Context: an optimization exercise on an open-source flow, tuned for small area and a short achievable clock period. The choices shown serve that exercise and are no tape-out recipe.
Only simulation tests tie the RTL to the original design; equivalence was not proved.
No activity file was given, so power comes from the tool's default toggle rates.

Design TIMER_TOP, start of the top module:
module TIMER_TOP (
	input  wire        sys_clk,
	input  wire        sys_rst_n,
	input  wire        tim_psel,
	input  wire        tim_write,
	input  wire        tim_penable,
	input  wire [11:0] tim_paddr,
	input  wire [31:0] tim_pwdata,
	output wire [31:0] tim_prdata,
	input  wire [3:0]  tim_pstrb,
	output wire        tim_pready,
	output wire        tim_int,
	input  wire        dbg_mode
);
export LEC_CHECK = 0
export CAP_MARGIN = 20
export CORE_MARGIN = 2
export CORE_UTILIZATION = 40
export SETUP_SLACK_MARGIN = 2.9
export SLEW_MARGIN = 20
create_clock -name core_clock -period 5.5 [get_ports {sys_clk}]
standard.sh (not shown) runs the stock make flow with config.mk's settings and CLKGATE_MAP_FILE= SYNTH_SCRIPT=/design/flow/synth_recipe.tcl, a recipe that flattens the netlist after the stock synthesis.
==> flow/flow/run.sh <==
#!/bin/bash
set -euo pipefail
WD=$PWD
CLUSTER=$(cat flow/cts_cluster_size 2>/dev/null || echo 30)
CTS_EXTRA=$(cat flow/cts_extra 2>/dev/null || true)
export BUFFER_PORTS_ARGS="-buffer_cell sky130_fd_sc_hd__buf_1"
export CTS_ARGS="-sink_clustering_enable -repair_clock_nets -buf_list sky130_fd_sc_hd__clkbuf_8 -dont_use_dummy_load -sink_clustering_size $CLUSTER $CTS_EXTRA"
if [[ -f flow/abc.script ]]; then
  rm -rf "$WD/scripts_abc"
  cp -r "$FLOW_HOME/scripts" "$WD/scripts_abc"
  cp flow/abc.script "$WD/scripts_abc/abc_speed.script"
  bash standard.sh "SCRIPTS_DIR=$WD/scripts_abc" synth > synth_flow.log 2>&1
fi
bash standard.sh "BUFFER_PORTS_ARGS=$BUFFER_PORTS_ARGS" "CTS_ARGS=$CTS_ARGS" finish > standard_flow.log 2>&1
==> flow/flow/abc.script <==
&get -n
&st
&dch
&nf
&put
==> flow/flow/cts_cluster_size <==
30
==> flow/flow/cts_extra <==
-sink_buffer_max_cap_derate 0.05
==> next run, changes <==
==> flow/flow/abc.script (replaced) <==
&get -n
&st
&syn2
&dch
&nf
&put
removed: flow/flow/cts_cluster_size
removed: flow/flow/cts_extra
Effect:
- non-clock buffer count rises by 4
- total power climbs by a few percent
- sequential share of layout area increases by 0.23 points
- final area shrinks slightly
- global-route usage went down by 1.4 points
- cell count is lower by a few percent
- worst setup slack degrades by 0.028 ns
==> next run, changes <==
==> flow/flow/abc.script (replaced) <==
&get -n
&st
&dch
&nf
&put
- CORE_UTILIZATION: 40 -> 70
- PLACE_DENSITY: default -> 0.85
Outcome: Sequential power barely changes. Hold slack improves by 0.0076 ns. Routed wire length decreases by 4.6%. Non-clock buffer count came out lower by 8. Die area drops by 41%. Via count rises by 14%. Fmax came out higher by 0.94%. Synthesized cell count rose by 8.7%. Register-to-register slack gets worse by 0.09 ns.
==> next run, changes <==
==> flow/flow/run.sh (replaced) <==
#!/bin/bash
set -euo pipefail
WD=$PWD
export BUFFER_PORTS_ARGS="-buffer_cell sky130_fd_sc_hd__buf_1"
if [[ -f flow/abc.script ]]; then
  rm -rf "$WD/scripts_abc"
  cp -r "$FLOW_HOME/scripts" "$WD/scripts_abc"
  cp flow/abc.script "$WD/scripts_abc/abc_speed.script"
  bash standard.sh "SCRIPTS_DIR=$WD/scripts_abc" synth > synth_flow.log 2>&1
fi
bash standard.sh "BUFFER_PORTS_ARGS=$BUFFER_PORTS_ARGS" finish > standard_flow.log 2>&1
==> flow/flow/abc.script (replaced) <==
strash
dch
amap
topo
- CORE_UTILIZATION: 70 -> 40
- CTS_BUF_LIST: default -> sky130_fd_sc_hd__clkbuf_8
- PLACE_DENSITY: 0.85 -> default
After rerunning:
- The changed run completed with no timing, DRC or antenna violations
- worst hold slack gets worse by 0.038 ns
- design area rose by roughly a tenth
- combinational power rose to 3.2 times its value
- wire length rose by a quarter to a third
- total power rose by a quarter to a third
- sequential cell count does not change
- setup slack gets worse by 0.86 ns
- clock skew fell by 0.016 ns
- die area rose by well over a third
- via count rose by a few percent
==> next run, changes <==
==> flow/flow/run.sh (replaced) <==
#!/bin/bash
set -euo pipefail
export BUFFER_PORTS_ARGS="-buffer_cell sky130_fd_sc_hd__buf_1"
bash standard.sh "BUFFER_PORTS_ARGS=$BUFFER_PORTS_ARGS" finish > standard_flow.log 2>&1
removed: flow/flow/abc.script
After rerunning: Worst hold slack improves by 0.066 ns. Power shrinks by about 7%. Global-route usage decreases by 4.1 points.
==> next run, changes <==
==> flow/flow/run.sh (replaced) <==
#!/bin/bash
set -euo pipefail
WD=$PWD
CLUSTER=$(cat flow/cts_cluster_size 2>/dev/null || echo 30)
CTS_EXTRA=$(cat flow/cts_extra 2>/dev/null || true)
export BUFFER_PORTS_ARGS="-buffer_cell sky130_fd_sc_hd__buf_1"
export CTS_ARGS="-sink_clustering_enable -repair_clock_nets -buf_list sky130_fd_sc_hd__clkbuf_8 -dont_use_dummy_load -sink_clustering_size $CLUSTER $CTS_EXTRA"
if [[ -f flow/abc.script ]]; then
  rm -rf "$WD/scripts_abc"
  cp -r "$FLOW_HOME/scripts" "$WD/scripts_abc"
  cp flow/abc.script "$WD/scripts_abc/abc_speed.script"
  bash standard.sh "SCRIPTS_DIR=$WD/scripts_abc" synth > synth_flow.log 2>&1
fi
bash standard.sh "BUFFER_PORTS_ARGS=$BUFFER_PORTS_ARGS" "CTS_ARGS=$CTS_ARGS" finish > standard_flow.log 2>&1
==> flow/flow/abc.script (new file) <==
&get -n
&st
&dch
&nf
&put
==> flow/flow/cts_cluster_size (new file) <==
30
==> flow/flow/cts_extra (new file) <==
-sink_buffer_max_cap_derate 0.2
- CTS_BUF_LIST: sky130_fd_sc_hd__clkbuf_8 -> default
Result:
- combinational power is lower by 37%
- fmax is higher by 0.88%
- setup slack gains 0.023 ns
- wire length is lower by 6.2%
- total power is lower by 13%
- worst hold slack loses 0.050 ns
- register-to-register slack gains 0.11 ns
- die area is lower by 6.5%

The RTL this note starts from:
==> flow/design.v <==
module TIMER_TOP (
	input  wire        sys_clk,
	input  wire        sys_rst_n,
	input  wire        tim_psel,
	input  wire        tim_write,
	input  wire        tim_penable,
	input  wire [11:0] tim_paddr,
	input  wire [31:0] tim_pwdata,
	output wire [31:0] tim_prdata,
	input  wire [3:0]  tim_pstrb,
	output wire        tim_pready,
	output wire        tim_int,
	input  wire        dbg_mode
);
	reg apb_wait;    
	reg rdy_rd;      
	reg rdy_wr;      
	always @(posedge sys_clk or negedge sys_rst_n) begin
		if (~sys_rst_n) begin
			apb_wait <= 1'b0;
			rdy_rd   <= 1'b0;
			rdy_wr   <= 1'b0;
		end else begin
			apb_wait <= tim_psel & ~tim_penable;
			rdy_rd   <= apb_wait & ~tim_write;
			rdy_wr   <= apb_wait &  tim_write;
		end
	end
	assign tim_pready = rdy_rd | rdy_wr;
	reg sel_tcr, sel_tdr0, sel_tdr1, sel_tcmp0, sel_tcmp1, sel_tier, sel_tisr, sel_thcsr;
	wire addr_hi0 = (tim_paddr[11:5] == 7'd0) & (tim_paddr[1:0] == 2'd0);
	always @(posedge sys_clk) begin
		sel_tcr   <= addr_hi0 & (tim_paddr[4:2] == 3'd0);
		sel_tdr0  <= addr_hi0 & (tim_paddr[4:2] == 3'd1);
		sel_tdr1  <= addr_hi0 & (tim_paddr[4:2] == 3'd2);
		sel_tcmp0 <= addr_hi0 & (tim_paddr[4:2] == 3'd3);
		sel_tcmp1 <= addr_hi0 & (tim_paddr[4:2] == 3'd4);
		sel_tier  <= addr_hi0 & (tim_paddr[4:2] == 3'd5);
		sel_tisr  <= addr_hi0 & (tim_paddr[4:2] == 3'd6);
		sel_thcsr <= addr_hi0 & (tim_paddr[4:2] == 3'd7);
	end
	wire [31:0] wdata = tim_pwdata & {{8{tim_pstrb[3]}}, {8{tim_pstrb[2]}}, {8{tim_pstrb[1]}}, {8{tim_pstrb[0]}}};
	wire we_tcr   = rdy_wr & sel_tcr;
	wire we_tdr0  = rdy_wr & sel_tdr0;
	wire we_tdr1  = rdy_wr & sel_tdr1;
	wire we_tcmp0 = rdy_wr & sel_tcmp0;
	wire we_tcmp1 = rdy_wr & sel_tcmp1;
	wire we_tier  = rdy_wr & sel_tier;
	wire we_tisr  = rdy_wr & sel_tisr;
	wire we_thcsr = rdy_wr & sel_thcsr;
	reg       timer_en;
	reg       div_en;
	reg [3:0] div_val;
	wire tcr_run  = wdata[0] | timer_en;
	wire tcr_diff = {wdata[11:8], wdata[1]} != {div_val, div_en};
	wire tcr_gt8  = wdata[11] & (|wdata[10:8]);
	wire tcr_ok   = tcr_run ? ~tcr_diff : ~tcr_gt8;
	always @(posedge sys_clk or negedge sys_rst_n) begin
		if (~sys_rst_n) begin
			timer_en <= 1'b0;
			div_en   <= 1'b0;
			div_val  <= 4'd1;
		end else if (we_tcr & tcr_ok) begin
			timer_en <= wdata[0];
			div_en   <= wdata[1];
			div_val  <= wdata[11:8];
		end
	end
	reg int_en, int_st, halt_req;
	wire halt_ack = halt_req & dbg_mode;
	always @(posedge sys_clk or negedge sys_rst_n) begin
		if (~sys_rst_n) begin
			int_en   <= 1'b0;
			halt_req <= 1'b0;
		end else begin
			if (we_tier)  int_en   <= wdata[0];
			if (we_thcsr) halt_req <= wdata[0];
		end
	end
	assign tim_int = int_st & int_en;
	reg [7:0] p;
	wire [7:0] p_ones;
	assign p_ones[0] = p[0];
	genvar gi;
	generate
		for (gi = 1; gi < 8; gi = gi + 1) begin : g_pones
			assign p_ones[gi] = p_ones[gi-1] & p[gi];
		end
	endgenerate
	reg p_tc;
	always @(*) begin
		case (div_val)
			4'd1: p_tc = p_ones[0];
			4'd2: p_tc = p_ones[1];
			4'd3: p_tc = p_ones[2];
			4'd4: p_tc = p_ones[3];
			4'd5: p_tc = p_ones[4];
			4'd6: p_tc = p_ones[5];
			4'd7: p_tc = p_ones[6];
			4'd8: p_tc = p_ones[7];
			default: p_tc = 1'b1;
		endcase
	end
	always @(posedge sys_clk or negedge sys_rst_n) begin
		if (~sys_rst_n) begin
			p <= 8'd0;
		end else if (~timer_en) begin
			p <= 8'd0;
		end else if (~halt_ack) begin
			p <= p_tc ? 8'd0 : p + 8'd1;
		end
	end
	wire cnt_en = timer_en & ~halt_ack & (~div_en | p_tc);
	reg timer_en_d;
	reg [31:0] cnt_lo, cnt_hi;
	wire clr = timer_en_d & ~timer_en;
	wire lo_ones = &cnt_lo;
	always @(posedge sys_clk or negedge sys_rst_n) begin
		if (~sys_rst_n) begin
			timer_en_d <= 1'b0;
		end else begin
			timer_en_d <= timer_en;
		end
	end
	always @(posedge sys_clk or negedge sys_rst_n) begin
		if (~sys_rst_n) begin
			cnt_lo <= 32'd0;
			cnt_hi <= 32'd0;
		end else if (clr) begin
			cnt_lo <= 32'd0;
			cnt_hi <= 32'd0;
		end else begin
			if (we_tdr0)
				cnt_lo <= wdata;
			else if (cnt_en)
				cnt_lo <= cnt_lo + 32'd1;
			if (we_tdr1)
				cnt_hi <= wdata;
			else if (cnt_en & lo_ones)
				cnt_hi <= cnt_hi + 32'd1;
		end
	end
	reg [31:0] tcmp0, tcmp1;
	always @(posedge sys_clk or negedge sys_rst_n) begin
		if (~sys_rst_n) begin
			tcmp0 <= 32'hFFFF_FFFF;
			tcmp1 <= 32'hFFFF_FFFF;
		end else begin
			if (we_tcmp0) tcmp0 <= wdata;
			if (we_tcmp1) tcmp1 <= wdata;
		end
	end
	wire cmp = ({tcmp1, tcmp0} == {cnt_hi, cnt_lo});
	always @(posedge sys_clk or negedge sys_rst_n) begin
		if (~sys_rst_n) begin
			int_st <= 1'b0;
		end else if (we_tisr & wdata[0]) begin
			int_st <= 1'b0;
		end else if (int_en & cmp) begin
			int_st <= 1'b1;
		end
	end
	assign tim_prdata =
		  ({32{sel_tcr}}   & {20'd0, div_val, 6'd0, div_en, timer_en})
		| ({32{sel_tdr0}}  & cnt_lo)
		| ({32{sel_tdr1}}  & cnt_hi)
		| ({32{sel_tcmp0}} & tcmp0)
		| ({32{sel_tcmp1}} & tcmp1)
		| ({32{sel_tier}}  & {31'd0, int_en})
		| ({32{sel_tisr}}  & {31'd0, int_st})
		| ({32{sel_thcsr}} & {30'd0, halt_ack, halt_req});
endmodule
export LEC_CHECK = 0
export CAP_MARGIN = 20
export CORE_MARGIN = 2
export CORE_UTILIZATION = 40
export SLEW_MARGIN = 20
create_clock -name core_clock -period 5.5 [get_ports {sys_clk}]
==> flow/flow/run.sh <==
#!/bin/bash
set -euo pipefail
export BUFFER_PORTS_ARGS="-buffer_cell sky130_fd_sc_hd__buf_1"
bash standard.sh "BUFFER_PORTS_ARGS=$BUFFER_PORTS_ARGS" finish > standard_flow.log 2>&1
The baseline passed the timing, design-rule and antenna checks.
Edit:
Settings changed: SETUP_SLACK_MARGIN set to 2.5.
The new run finished clean.
Die area does not change.
Design area went up by about 0.9%.
Power came out higher by 0.71%.
Area after synthesis does not change.
Wire length rises by 2.5%.
Register-to-register slack is better by 0.64 ns.
Global-route usage goes up by 0.51 points.
Combinational power climbs by about 10%.

## afterwards: timing with drivers on the ports
Ports are ideal in the flow. The routed layouts listed here were re-timed in OpenROAD.
Step 1, drivers: a clkbuf_16 drives sys_clk and a buf_2 each remaining input, both assumed.
Step 2 adds t to the input delays and takes it off the output delays; t is the mean of the earliest and latest rising clock arrival at the registers after step 1. Input paths then give back, and output paths get back, about the clock's delay inside the block.
Three values: ideal, step 1, step 2; two values: the first two.
run	t (ns)	slack for setup (ns)	pins driven straight from the clock port
the first run of note 1	0.504	2.921 / 2.883 / 2.494	1
the second run of note 1	0.506	2.894 / 2.850 / 2.469	1
the third run of note 1	0.500	2.918 / 2.878 / 2.447	1
the fourth run of note 1	0.518	2.054 / 2.050 / 1.532	1
the fifth run of note 1	0.521	2.899 / 2.891 / 2.428	1
the sixth run of note 1	0.504	2.921 / 2.883 / 2.494	1
the first run of note 2	0.480	1.963 / 1.963 / 1.884	1
the second run of note 2	0.481	2.600 / 2.600 / 2.269	1
After both steps setup and hold are still met in every run listed. The setup slack of the fourth run of note 1, which loses most, moves by -0.004 ns with the drivers and by -0.522 ns with both steps.
